This is an optimization exercise on Yosys and OpenROAD, whose aim is small area, not a production implementation. The RTL was checked by simulation tests, not by an equivalence proof against the original design. Power figures rest on the tool's default switching activity, not on a simulated workload.

==> inputs of try-quartz <==
==> flow/design.v (excerpt) <==
module VGATopModule #(
    parameter TICK_CYCLES = 5000,          
    parameter LOCKOUT_DURATION = 25000,    
    parameter DEBOUNCE_DELAY = 50,         
    parameter FLASH_DURATION = 5000,       
    parameter BUZZER_DURATION = 15000,     
    parameter BUZZER_HALF_PERIOD = 10      
) (
    input clk,
    input sys_rst,             
    input reset,               
    input start_button,        
    input enable,              
    input [2:0] ir_sensor_p1,  
    input [2:0] ir_sensor_p2,  
    output h_sync,
    output v_sync,
    output [3:0] red,
    output [3:0] green,
    output [3:0] blue,
    output buzzer_out          
);
    function [31:0] lf_taps(input integer w);
        case (w)
            2: lf_taps = 32'h3;     3: lf_taps = 32'h5;     4: lf_taps = 32'h9;
            5: lf_taps = 32'h12;    6: lf_taps = 32'h21;    7: lf_taps = 32'h41;
            8: lf_taps = 32'hc3;    9: lf_taps = 32'h108;   10: lf_taps = 32'h204;
            11: lf_taps = 32'h402;  12: lf_taps = 32'h883;  13: lf_taps = 32'h1013;
            14: lf_taps = 32'h2803; 15: lf_taps = 32'h4001; 16: lf_taps = 32'h8805;
            17: lf_taps = 32'h10004; 18: lf_taps = 32'h20040; 19: lf_taps = 32'h40023;
            20: lf_taps = 32'h80004; default: lf_taps = 32'h0;
        endcase
    endfunction
    function [31:0] lf_next(input [31:0] s, input integer w);
        lf_next = ((s << 1) | {31'd0, ~^(s & lf_taps(w))}) & ((32'd1 << w) - 32'd1);
    endfunction
    function [31:0] lf_adv(input integer n, input integer w);
        integer i, j;
        reg [31:0] sv;
        begin
            if (n == 50 && w == 6) lf_adv = 32'h27;
  ...
==> module pong_glyph, before the edit <==
module pong_glyph(input [3:0] ch, input [2:0] row, input [2:0] col, output bit_o);
  function glyph(input [3:0] ch, input [2:0] row, input [2:0] col);
    reg [7:0] d;
    begin
      case ({ch, row})
        7'h00: d = 8'b00111100;
        7'h01: d = 8'b01100110;
        7'h02: d = 8'b01101110;
        7'h03: d = 8'b01110110;
        7'h04: d = 8'b01100110;
        7'h05: d = 8'b01100110;
        7'h06: d = 8'b00111100;
        7'h07: d = 8'b00111100;
        7'h08: d = 8'b00011000;
        7'h09: d = 8'b00111000;
        7'h0a: d = 8'b00011000;
        7'h0b: d = 8'b00011000;
        7'h0c: d = 8'b00011000;
        7'h0d: d = 8'b00011000;
        7'h0e: d = 8'b01111110;
        7'h0f: d = 8'b01111110;
        7'h10: d = 8'b00111100;
        7'h11: d = 8'b01100110;
        7'h12: d = 8'b00000110;
        7'h13: d = 8'b00001100;
        7'h14: d = 8'b00011000;
        7'h15: d = 8'b00110000;
        7'h16: d = 8'b01111110;
        7'h17: d = 8'b01111110;
        7'h18: d = 8'b00111100;
        7'h19: d = 8'b01100110;
        7'h1a: d = 8'b00000110;
        7'h1b: d = 8'b00011100;
        7'h1c: d = 8'b00000110;
        7'h1d: d = 8'b01100110;
        7'h1e: d = 8'b00111100;
        7'h1f: d = 8'b00111100;
        7'h20: d = 8'b00001100;
        7'h21: d = 8'b00011100;
        7'h22: d = 8'b00111100;
        7'h23: d = 8'b01101100;
        7'h24: d = 8'b01111110;
        7'h25: d = 8'b00001100;
        7'h26: d = 8'b00001100;
        7'h27: d = 8'b00001100;
        7'h28: d = 8'b01111110;
        7'h29: d = 8'b01100000;
        7'h2a: d = 8'b01111100;
        7'h2b: d = 8'b00000110;
        7'h2c: d = 8'b00000110;
        7'h2d: d = 8'b01100110;
        7'h2e: d = 8'b00111100;
        7'h2f: d = 8'b00111100;
        7'h30: d = 8'b00111100;
        7'h31: d = 8'b01100000;
        7'h32: d = 8'b01111100;
        7'h33: d = 8'b01100110;
        7'h34: d = 8'b01100110;
        7'h35: d = 8'b01100110;
        7'h36: d = 8'b00111100;
        7'h37: d = 8'b00111100;
        7'h38: d = 8'b01111110;
        7'h39: d = 8'b00000110;
        7'h3a: d = 8'b00001100;
        7'h3b: d = 8'b00011000;
        7'h3c: d = 8'b00110000;
        7'h3d: d = 8'b00110000;
        7'h3e: d = 8'b00110000;
        7'h3f: d = 8'b00110000;
        7'h40: d = 8'b00111100;
        7'h41: d = 8'b01100110;
        7'h42: d = 8'b01100110;
        7'h43: d = 8'b00111100;
        7'h44: d = 8'b01100110;
        7'h45: d = 8'b01100110;
        7'h46: d = 8'b00111100;
        7'h47: d = 8'b00111100;
        7'h48: d = 8'b00111100;
        7'h49: d = 8'b01100110;
        7'h4a: d = 8'b01100110;
        7'h4b: d = 8'b00111110;
        7'h4c: d = 8'b00000110;
        7'h4d: d = 8'b00001100;
        7'h4e: d = 8'b00111100;
        7'h4f: d = 8'b00111100;
        7'h52: d = 8'b00011000;
        7'h53: d = 8'b00011000;
        7'h55: d = 8'b00011000;
        7'h56: d = 8'b00011000;
        7'h57: d = 8'b00011000;
        7'h5a: d = 8'b00011000;
        7'h5b: d = 8'b00011000;
        7'h5d: d = 8'b00011000;
        7'h5e: d = 8'b00011000;
        7'h5f: d = 8'b00011000;
        7'h62: d = 8'b00011000;
        7'h63: d = 8'b00011000;
        7'h65: d = 8'b00011000;
        7'h66: d = 8'b00011000;
        7'h67: d = 8'b00011000;
        7'h6a: d = 8'b00011000;
        7'h6b: d = 8'b00011000;
        7'h6d: d = 8'b00011000;
        7'h6e: d = 8'b00011000;
        7'h6f: d = 8'b00011000;
        7'h72: d = 8'b00011000;
        7'h73: d = 8'b00011000;
        7'h75: d = 8'b00011000;
        7'h76: d = 8'b00011000;
        7'h77: d = 8'b00011000;
        7'h7a: d = 8'b00011000;
        7'h7b: d = 8'b00011000;
        7'h7d: d = 8'b00011000;
        7'h7e: d = 8'b00011000;
        7'h7f: d = 8'b00011000;
        default: d = 8'b00000000;
      endcase
      glyph = d[~col];
    end
  endfunction
  assign bit_o = glyph(ch, row, col);
endmodule
==> flow/config.mk <==
export PLATFORM = sky130hd
export DESIGN_NAME = VGATopModule
export DESIGN_NICKNAME = VGATopModule
export VERILOG_FILES = /design/flow/design.v
export SDC_FILE = /design/flow/constraint.sdc
export NUM_CORES = 4
export LEC_CHECK = 0
export CAP_MARGIN = 20
export CORE_MARGIN = 2
export CORE_UTILIZATION = 55
export GPL_TIMING_DRIVEN = 0
export PLACE_DENSITY = 0.75
export SLEW_MARGIN = 30
==> flow/constraint.sdc <==
create_clock -name core_clock -period 20.0 [get_ports {clk}]
set_input_delay 4.0000 -clock core_clock [delete_from_list [all_inputs] [get_ports {clk}]]
set_output_delay 4.0000 -clock core_clock [all_outputs]
set_load 0.01 [all_outputs]
standard.sh (not shown) runs the stock make flow with config.mk's settings and CLKGATE_MAP_FILE= SYNTH_SCRIPT=/design/flow/synth_recipe.tcl, a recipe that flattens the netlist after the stock synthesis.
==> flow/flow/run.sh <==
#!/bin/bash
# Layout flow: the standard flow (standard.sh) with these changes, all
# aimed at cell area (the clock period is met with several ns to spare):
#  - synthesis: an area-oriented ABC script (deep AIG resynthesis, then
#    area-oriented mapping) in place of ORFS's mapping script, and adders
#    left to ABC instead of being mapped to full and half adder cells.
#    Registers are untouched: ABC only sees the logic between them.
#    Synthesis runs with seven ABC random seeds at once (seed 0 in the main
#    work area through standard.sh, seeds 1-6 in work areas of their own);
#    the layout continues from the netlist with the smallest cell area.
#  - port buffers, and the buffers synthesis puts on outputs that share a
#    net: the smallest buffer cell.
#  - clock tree: clkbuf_8 buffers, sinks clustered by 16, no dummy loads.
# Everything else is ORFS's own. Each make run logs to a file of its own.
set -euo pipefail
HERE=$(pwd)
ARGS=(ADDER_MAP_FILE= GPL_TIMING_DRIVEN=0
  "MIN_BUF_CELL_AND_PORTS=sky130_fd_sc_hd__buf_1 A X"
  "BUFFER_PORTS_ARGS=-buffer_cell sky130_fd_sc_hd__buf_1"
  "CTS_ARGS=-sink_clustering_enable -repair_clock_nets -dont_use_dummy_load -buf_list sky130_fd_sc_hd__clkbuf_8 -root_buf sky130_fd_sc_hd__clkbuf_16 -sink_clustering_size 16 -sink_clustering_max_diameter 100")
prep_scripts() {
  rm -rf "$1"
  cp -r "$FLOW_HOME/scripts" "$1"
  sed "s/&deepsyn -T 300/\&deepsyn -T 300 -S $2/" "$HERE/flow/abc_deep.script" > "$1/abc_speed.script"
  cp "$1/abc_speed.script" "$1/abc_area.script"
}
area_of() {
  awk '/Chip area for module/ {print $NF}' "$1/reports/sky130hd/VGATopModule/base/synth_stat.txt" 2>/dev/null || true
}
pids=()
for s in 1 2 3 4 5 6; do
  mkdir -p "$HERE/seed$s"
  prep_scripts "$HERE/seed$s/scripts" "$s"
  make -C "$FLOW_HOME" DESIGN_CONFIG="$FLOW_CONFIG" WORK_HOME="$HERE/seed$s/orfs" \
    CLKGATE_MAP_FILE= SYNTH_SCRIPT="$HERE/synth_recipe.tcl" SCRIPTS_DIR="$HERE/seed$s/scripts" \
    "${ARGS[@]}" synth > "$HERE/seed$s/make_synth.log" 2>&1 &
  pids+=($!)
done
prep_scripts "$HERE/orfs_scripts" 0
bash standard.sh SCRIPTS_DIR="$HERE/orfs_scripts" "${ARGS[@]}" synth > "$HERE/flow_make_synth.log" 2>&1
for p in "${pids[@]}"; do wait "$p" || true; done

MAIN="$HERE/orfs"
best=0
best_area=$(area_of "$MAIN")
for s in 1 2 3 4 5 6; do
  a=$(area_of "$HERE/seed$s/orfs")
  if [[ -n "$a" && -f "$HERE/seed$s/orfs/results/sky130hd/VGATopModule/base/1_synth.odb" ]] &&
     awk -v a="$a" -v b="$best_area" 'BEGIN { exit !(a < b) }'; then
    best=$s
    best_area=$a
  fi
done
{ echo "synthesis areas: seed0 $(area_of "$MAIN")"; for s in 1 2 3 4 5 6; do echo "seed$s $(area_of "$HERE/seed$s/orfs")"; done; echo "using seed $best"; } > "$HERE/seed_choice.log"
if [[ $best != 0 ]]; then
  SRC="$HERE/seed$best/orfs"
  for d in results logs reports objects; do
    cp -r "$SRC/$d/sky130hd/VGATopModule/base/." "$MAIN/$d/sky130hd/VGATopModule/base/"
  done
  # keep make's view of the synthesis steps up to date, in step order
  R="$MAIN/results/sky130hd/VGATopModule/base"
  for f in 1_1_yosys_canonicalize.rtlil 1_2_yosys.v 1_2_yosys.sdc 1_synth.odb 1_synth.sdc; do
    [[ -f "$R/$f" ]] && touch "$R/$f"
    sleep 1
  done
fi
bash standard.sh SCRIPTS_DIR="$HERE/orfs_scripts" "${ARGS[@]}" finish > "$HERE/flow_make.log" 2>&1
Other scripts of this flow, unchanged in this note and not shown: flow/flow/abc_deep.script
==> try-tundra (differences from try-quartz) <==
--- a/flow/design.v
+++ b/flow/design.v
@@ -251,7 +251,6 @@
         7'h04: d = 8'b01100110;
         7'h05: d = 8'b01100110;
         7'h06: d = 8'b00111100;
-        7'h07: d = 8'b00111100;
         7'h08: d = 8'b00011000;
         7'h09: d = 8'b00111000;
         7'h0a: d = 8'b00011000;
@@ -259,7 +258,6 @@
         7'h0c: d = 8'b00011000;
         7'h0d: d = 8'b00011000;
         7'h0e: d = 8'b01111110;
-        7'h0f: d = 8'b01111110;
         7'h10: d = 8'b00111100;
         7'h11: d = 8'b01100110;
         7'h12: d = 8'b00000110;
@@ -267,7 +265,6 @@
         7'h14: d = 8'b00011000;
         7'h15: d = 8'b00110000;
         7'h16: d = 8'b01111110;
-        7'h17: d = 8'b01111110;
         7'h18: d = 8'b00111100;
         7'h19: d = 8'b01100110;
         7'h1a: d = 8'b00000110;
@@ -275,7 +272,6 @@
         7'h1c: d = 8'b00000110;
         7'h1d: d = 8'b01100110;
         7'h1e: d = 8'b00111100;
-        7'h1f: d = 8'b00111100;
         7'h20: d = 8'b00001100;
         7'h21: d = 8'b00011100;
         7'h22: d = 8'b00111100;
@@ -283,7 +279,6 @@
         7'h24: d = 8'b01111110;
         7'h25: d = 8'b00001100;
         7'h26: d = 8'b00001100;
-        7'h27: d = 8'b00001100;
         7'h28: d = 8'b01111110;
         7'h29: d = 8'b01100000;
         7'h2a: d = 8'b01111100;
@@ -291,7 +286,6 @@
         7'h2c: d = 8'b00000110;
         7'h2d: d = 8'b01100110;
         7'h2e: d = 8'b00111100;
-        7'h2f: d = 8'b00111100;
         7'h30: d = 8'b00111100;
         7'h31: d = 8'b01100000;
         7'h32: d = 8'b01111100;
@@ -299,7 +293,6 @@
         7'h34: d = 8'b01100110;
         7'h35: d = 8'b01100110;
         7'h36: d = 8'b00111100;
-        7'h37: d = 8'b00111100;
         7'h38: d = 8'b01111110;
         7'h39: d = 8'b00000110;
         7'h3a: d = 8'b00001100;
@@ -307,7 +300,6 @@
         7'h3c: d = 8'b00110000;
         7'h3d: d = 8'b00110000;
         7'h3e: d = 8'b00110000;
-        7'h3f: d = 8'b00110000;
         7'h40: d = 8'b00111100;
         7'h41: d = 8'b01100110;
         7'h42: d = 8'b01100110;
@@ -315,7 +307,6 @@
         7'h44: d = 8'b01100110;
         7'h45: d = 8'b01100110;
         7'h46: d = 8'b00111100;
-        7'h47: d = 8'b00111100;
         7'h48: d = 8'b00111100;
         7'h49: d = 8'b01100110;
         7'h4a: d = 8'b01100110;
@@ -323,37 +314,10 @@
         7'h4c: d = 8'b00000110;
         7'h4d: d = 8'b00001100;
         7'h4e: d = 8'b00111100;
-        7'h4f: d = 8'b00111100;
         7'h52: d = 8'b00011000;
         7'h53: d = 8'b00011000;
         7'h55: d = 8'b00011000;
         7'h56: d = 8'b00011000;
-        7'h57: d = 8'b00011000;
-        7'h5a: d = 8'b00011000;
-        7'h5b: d = 8'b00011000;
-        7'h5d: d = 8'b00011000;
-        7'h5e: d = 8'b00011000;
-        7'h5f: d = 8'b00011000;
-        7'h62: d = 8'b00011000;
-        7'h63: d = 8'b00011000;
-        7'h65: d = 8'b00011000;
-        7'h66: d = 8'b00011000;
-        7'h67: d = 8'b00011000;
-        7'h6a: d = 8'b00011000;
-        7'h6b: d = 8'b00011000;
-        7'h6d: d = 8'b00011000;
-        7'h6e: d = 8'b00011000;
-        7'h6f: d = 8'b00011000;
-        7'h72: d = 8'b00011000;
-        7'h73: d = 8'b00011000;
-        7'h75: d = 8'b00011000;
-        7'h76: d = 8'b00011000;
-        7'h77: d = 8'b00011000;
-        7'h7a: d = 8'b00011000;
-        7'h7b: d = 8'b00011000;
-        7'h7d: d = 8'b00011000;
-        7'h7e: d = 8'b00011000;
-        7'h7f: d = 8'b00011000;
         default: d = 8'b00000000;
       endcase
       glyph = d[~col];
==> flow/flow/run.sh (replaced) <==
#!/bin/bash
# Layout flow: the standard flow (standard.sh) with these changes, all
# aimed at cell area (the clock period is met with several ns to spare):
#  - synthesis: an area-oriented ABC script (deep AIG resynthesis, then
#    area-oriented mapping) in place of ORFS's mapping script, and adders
#    left to ABC instead of being mapped to full and half adder cells.
#    Registers are untouched: ABC only sees the logic between them.
#  - port buffers, and the buffers synthesis puts on outputs that share a
#    net: the smallest buffer cell.
#  - clock tree: clkbuf_8 buffers, sinks clustered by 16, no dummy loads.
# Everything else is ORFS's own.
set -euo pipefail
HERE=$(pwd)
rm -rf "$HERE/orfs_scripts"
cp -r "$FLOW_HOME/scripts" "$HERE/orfs_scripts"
cp "$HERE/flow/abc_deep.script" "$HERE/orfs_scripts/abc_speed.script"
cp "$HERE/flow/abc_deep.script" "$HERE/orfs_scripts/abc_area.script"
bash standard.sh SCRIPTS_DIR="$HERE/orfs_scripts" ADDER_MAP_FILE= \
  GPL_TIMING_DRIVEN=0 \
  MIN_BUF_CELL_AND_PORTS="sky130_fd_sc_hd__buf_1 A X" \
  BUFFER_PORTS_ARGS="-buffer_cell sky130_fd_sc_hd__buf_1" \
  CTS_ARGS="-sink_clustering_enable -repair_clock_nets -dont_use_dummy_load -buf_list sky130_fd_sc_hd__clkbuf_8 -root_buf sky130_fd_sc_hd__clkbuf_16 -sink_clustering_size 16 -sink_clustering_max_diameter 100" \
  finish > "$HERE/flow_make.log" 2>&1
==> try-cedar (differences from try-quartz) <==
--- a/flow/design.v
+++ b/flow/design.v
@@ -251,7 +251,6 @@
         7'h04: d = 8'b01100110;
         7'h05: d = 8'b01100110;
         7'h06: d = 8'b00111100;
-        7'h07: d = 8'b00111100;
         7'h08: d = 8'b00011000;
         7'h09: d = 8'b00111000;
         7'h0a: d = 8'b00011000;
@@ -259,7 +258,6 @@
         7'h0c: d = 8'b00011000;
         7'h0d: d = 8'b00011000;
         7'h0e: d = 8'b01111110;
-        7'h0f: d = 8'b01111110;
         7'h10: d = 8'b00111100;
         7'h11: d = 8'b01100110;
         7'h12: d = 8'b00000110;
@@ -267,7 +265,6 @@
         7'h14: d = 8'b00011000;
         7'h15: d = 8'b00110000;
         7'h16: d = 8'b01111110;
-        7'h17: d = 8'b01111110;
         7'h18: d = 8'b00111100;
         7'h19: d = 8'b01100110;
         7'h1a: d = 8'b00000110;
@@ -275,7 +272,6 @@
         7'h1c: d = 8'b00000110;
         7'h1d: d = 8'b01100110;
         7'h1e: d = 8'b00111100;
-        7'h1f: d = 8'b00111100;
         7'h20: d = 8'b00001100;
         7'h21: d = 8'b00011100;
         7'h22: d = 8'b00111100;
@@ -283,7 +279,6 @@
         7'h24: d = 8'b01111110;
         7'h25: d = 8'b00001100;
         7'h26: d = 8'b00001100;
-        7'h27: d = 8'b00001100;
         7'h28: d = 8'b01111110;
         7'h29: d = 8'b01100000;
         7'h2a: d = 8'b01111100;
@@ -291,7 +286,6 @@
         7'h2c: d = 8'b00000110;
         7'h2d: d = 8'b01100110;
         7'h2e: d = 8'b00111100;
-        7'h2f: d = 8'b00111100;
         7'h30: d = 8'b00111100;
         7'h31: d = 8'b01100000;
         7'h32: d = 8'b01111100;
@@ -299,7 +293,6 @@
         7'h34: d = 8'b01100110;
         7'h35: d = 8'b01100110;
         7'h36: d = 8'b00111100;
-        7'h37: d = 8'b00111100;
         7'h38: d = 8'b01111110;
         7'h39: d = 8'b00000110;
         7'h3a: d = 8'b00001100;
@@ -307,7 +300,6 @@
         7'h3c: d = 8'b00110000;
         7'h3d: d = 8'b00110000;
         7'h3e: d = 8'b00110000;
-        7'h3f: d = 8'b00110000;
         7'h40: d = 8'b00111100;
         7'h41: d = 8'b01100110;
         7'h42: d = 8'b01100110;
@@ -315,7 +307,6 @@
         7'h44: d = 8'b01100110;
         7'h45: d = 8'b01100110;
         7'h46: d = 8'b00111100;
-        7'h47: d = 8'b00111100;
         7'h48: d = 8'b00111100;
         7'h49: d = 8'b01100110;
         7'h4a: d = 8'b01100110;
@@ -323,37 +314,10 @@
         7'h4c: d = 8'b00000110;
         7'h4d: d = 8'b00001100;
         7'h4e: d = 8'b00111100;
-        7'h4f: d = 8'b00111100;
         7'h52: d = 8'b00011000;
         7'h53: d = 8'b00011000;
         7'h55: d = 8'b00011000;
         7'h56: d = 8'b00011000;
-        7'h57: d = 8'b00011000;
-        7'h5a: d = 8'b00011000;
-        7'h5b: d = 8'b00011000;
-        7'h5d: d = 8'b00011000;
-        7'h5e: d = 8'b00011000;
-        7'h5f: d = 8'b00011000;
-        7'h62: d = 8'b00011000;
-        7'h63: d = 8'b00011000;
-        7'h65: d = 8'b00011000;
-        7'h66: d = 8'b00011000;
-        7'h67: d = 8'b00011000;
-        7'h6a: d = 8'b00011000;
-        7'h6b: d = 8'b00011000;
-        7'h6d: d = 8'b00011000;
-        7'h6e: d = 8'b00011000;
-        7'h6f: d = 8'b00011000;
-        7'h72: d = 8'b00011000;
-        7'h73: d = 8'b00011000;
-        7'h75: d = 8'b00011000;
-        7'h76: d = 8'b00011000;
-        7'h77: d = 8'b00011000;
-        7'h7a: d = 8'b00011000;
-        7'h7b: d = 8'b00011000;
-        7'h7d: d = 8'b00011000;
-        7'h7e: d = 8'b00011000;
-        7'h7f: d = 8'b00011000;
         default: d = 8'b00000000;
       endcase
       glyph = d[~col];
--- a/flow/flow/run.sh
+++ b/flow/flow/run.sh
@@ -5,8 +5,8 @@
 #    area-oriented mapping) in place of ORFS's mapping script, and adders
 #    left to ABC instead of being mapped to full and half adder cells.
 #    Registers are untouched: ABC only sees the logic between them.
-#    Synthesis runs with seven ABC random seeds at once (seed 0 in the main
-#    work area through standard.sh, seeds 1-6 in work areas of their own);
+#    Synthesis runs with four ABC random seeds at once (seed 0 in the main
+#    work area through standard.sh, seeds 1-3 in work areas of their own);
 #    the layout continues from the netlist with the smallest cell area.
 #  - port buffers, and the buffers synthesis puts on outputs that share a
 #    net: the smallest buffer cell.
@@ -28,7 +28,7 @@
   awk '/Chip area for module/ {print $NF}' "$1/reports/sky130hd/VGATopModule/base/synth_stat.txt" 2>/dev/null || true
 }
 pids=()
-for s in 1 2 3 4 5 6; do
+for s in 1 2 3; do
   mkdir -p "$HERE/seed$s"
   prep_scripts "$HERE/seed$s/scripts" "$s"
   make -C "$FLOW_HOME" DESIGN_CONFIG="$FLOW_CONFIG" WORK_HOME="$HERE/seed$s/orfs" \
@@ -43,7 +43,7 @@
 MAIN="$HERE/orfs"
 best=0
 best_area=$(area_of "$MAIN")
-for s in 1 2 3 4 5 6; do
+for s in 1 2 3; do
   a=$(area_of "$HERE/seed$s/orfs")
   if [[ -n "$a" && -f "$HERE/seed$s/orfs/results/sky130hd/VGATopModule/base/1_synth.odb" ]] &&
      awk -v a="$a" -v b="$best_area" 'BEGIN { exit !(a < b) }'; then
@@ -51,7 +51,7 @@
     best_area=$a
   fi
 done
-{ echo "synthesis areas: seed0 $(area_of "$MAIN")"; for s in 1 2 3 4 5 6; do echo "seed$s $(area_of "$HERE/seed$s/orfs")"; done; echo "using seed $best"; } > "$HERE/seed_choice.log"
+echo "synthesis areas: seed0 $(area_of "$MAIN") seed1 $(area_of "$HERE/seed1/orfs") seed2 $(area_of "$HERE/seed2/orfs") seed3 $(area_of "$HERE/seed3/orfs"); using seed $best" > "$HERE/seed_choice.log"
 if [[ $best != 0 ]]; then
   SRC="$HERE/seed$best/orfs"
   for d in results logs reports objects; do
==> run summary <==
quantity                                                                         try-tundra                 try-cedar                try-quartz
Status                                                                       finished clean            finished clean            finished clean
Sw Ratio                                                                              22.3%                     22.0%                     21.7%
Peak supply drop                                                                0.0000650 V               0.0000581 V               0.0000743 V
Drt initial violations                                                                 1848                      1705                      1596
Peak Freq                                                                        0.0735 GHz                0.0829 GHz                0.0804 GHz
Share of the synthesized netlist area taken by xor and xnor gates                     2.26%                     2.77%                     2.29%
CP peak stage delay                                                                  740 ps                    800 ps                   1010 ps
Worst-path cell with the longest stage delay                       sky130_fd_sc_hd__dfxtp_2  sky130_fd_sc_hd__dfxtp_2  sky130_fd_sc_hd__dfxtp_1
Fraction of standard cell area in multi-input logic                                   54.7%                     54.6%                     54.3%
Worst-Margin Slew                                                                   1030 ps                    982 ps                   1080 ps
Static leakage                                                                      4.87 nW                   4.95 nW                   4.89 nW
Clock net power                                                                    0.248 mW                  0.251 mW                  0.258 mW
Part of the Yosys area used for sequential elements                                   40.0%                     40.3%                     40.5%
Portion of the layout cell area used by non-clock buffers                             1.84%                     1.58%                     1.63%
CTS clock-pin slew for the worst setup and hold paths                                 90 ps                    120 ps                    110 ps
Power in sequential cells                                                          0.515 mW                  0.513 mW                  0.513 mW
Worst Hold Path Cells                                                                     1                         2                         1
Met1 Wirelength                                                                    19400 um                  17100 um                  17800 um
Number of non-clock inverters in the layout                                              47                        42                        45
Multiplexer share of the synthesized area                                            0.715%                    0.870%                     1.14%

static timing again, ports no longer ideal:
The flow's constraints put no driver on any port. The routed layouts listed below were extracted and timed again, unchanged, in two steps.
Step 1: set_driving_cell puts a clkbuf_16 on clk and a buf_2 on each other input, an assumption about the parent block.
Step 2 also shifts input and output timing later by t, the mid clock arrival at the registers, as if the neighbouring blocks saw the same clock.
Three values: ideal, step 1, step 2; two values: the first two.
run | shift t [ns] | setup WS [ns] | worst data-port slew with drivers (ns)
try-quartz | 0.516 | 7.563 / 7.513 / 8.028 | 0.04
try-tundra | 0.518 | 6.390 / 6.337 / 6.855 | 0.12
try-cedar | 0.517 | 7.940 / 7.888 / 8.405 | 0.03
After both steps setup and hold are still met in every run listed.
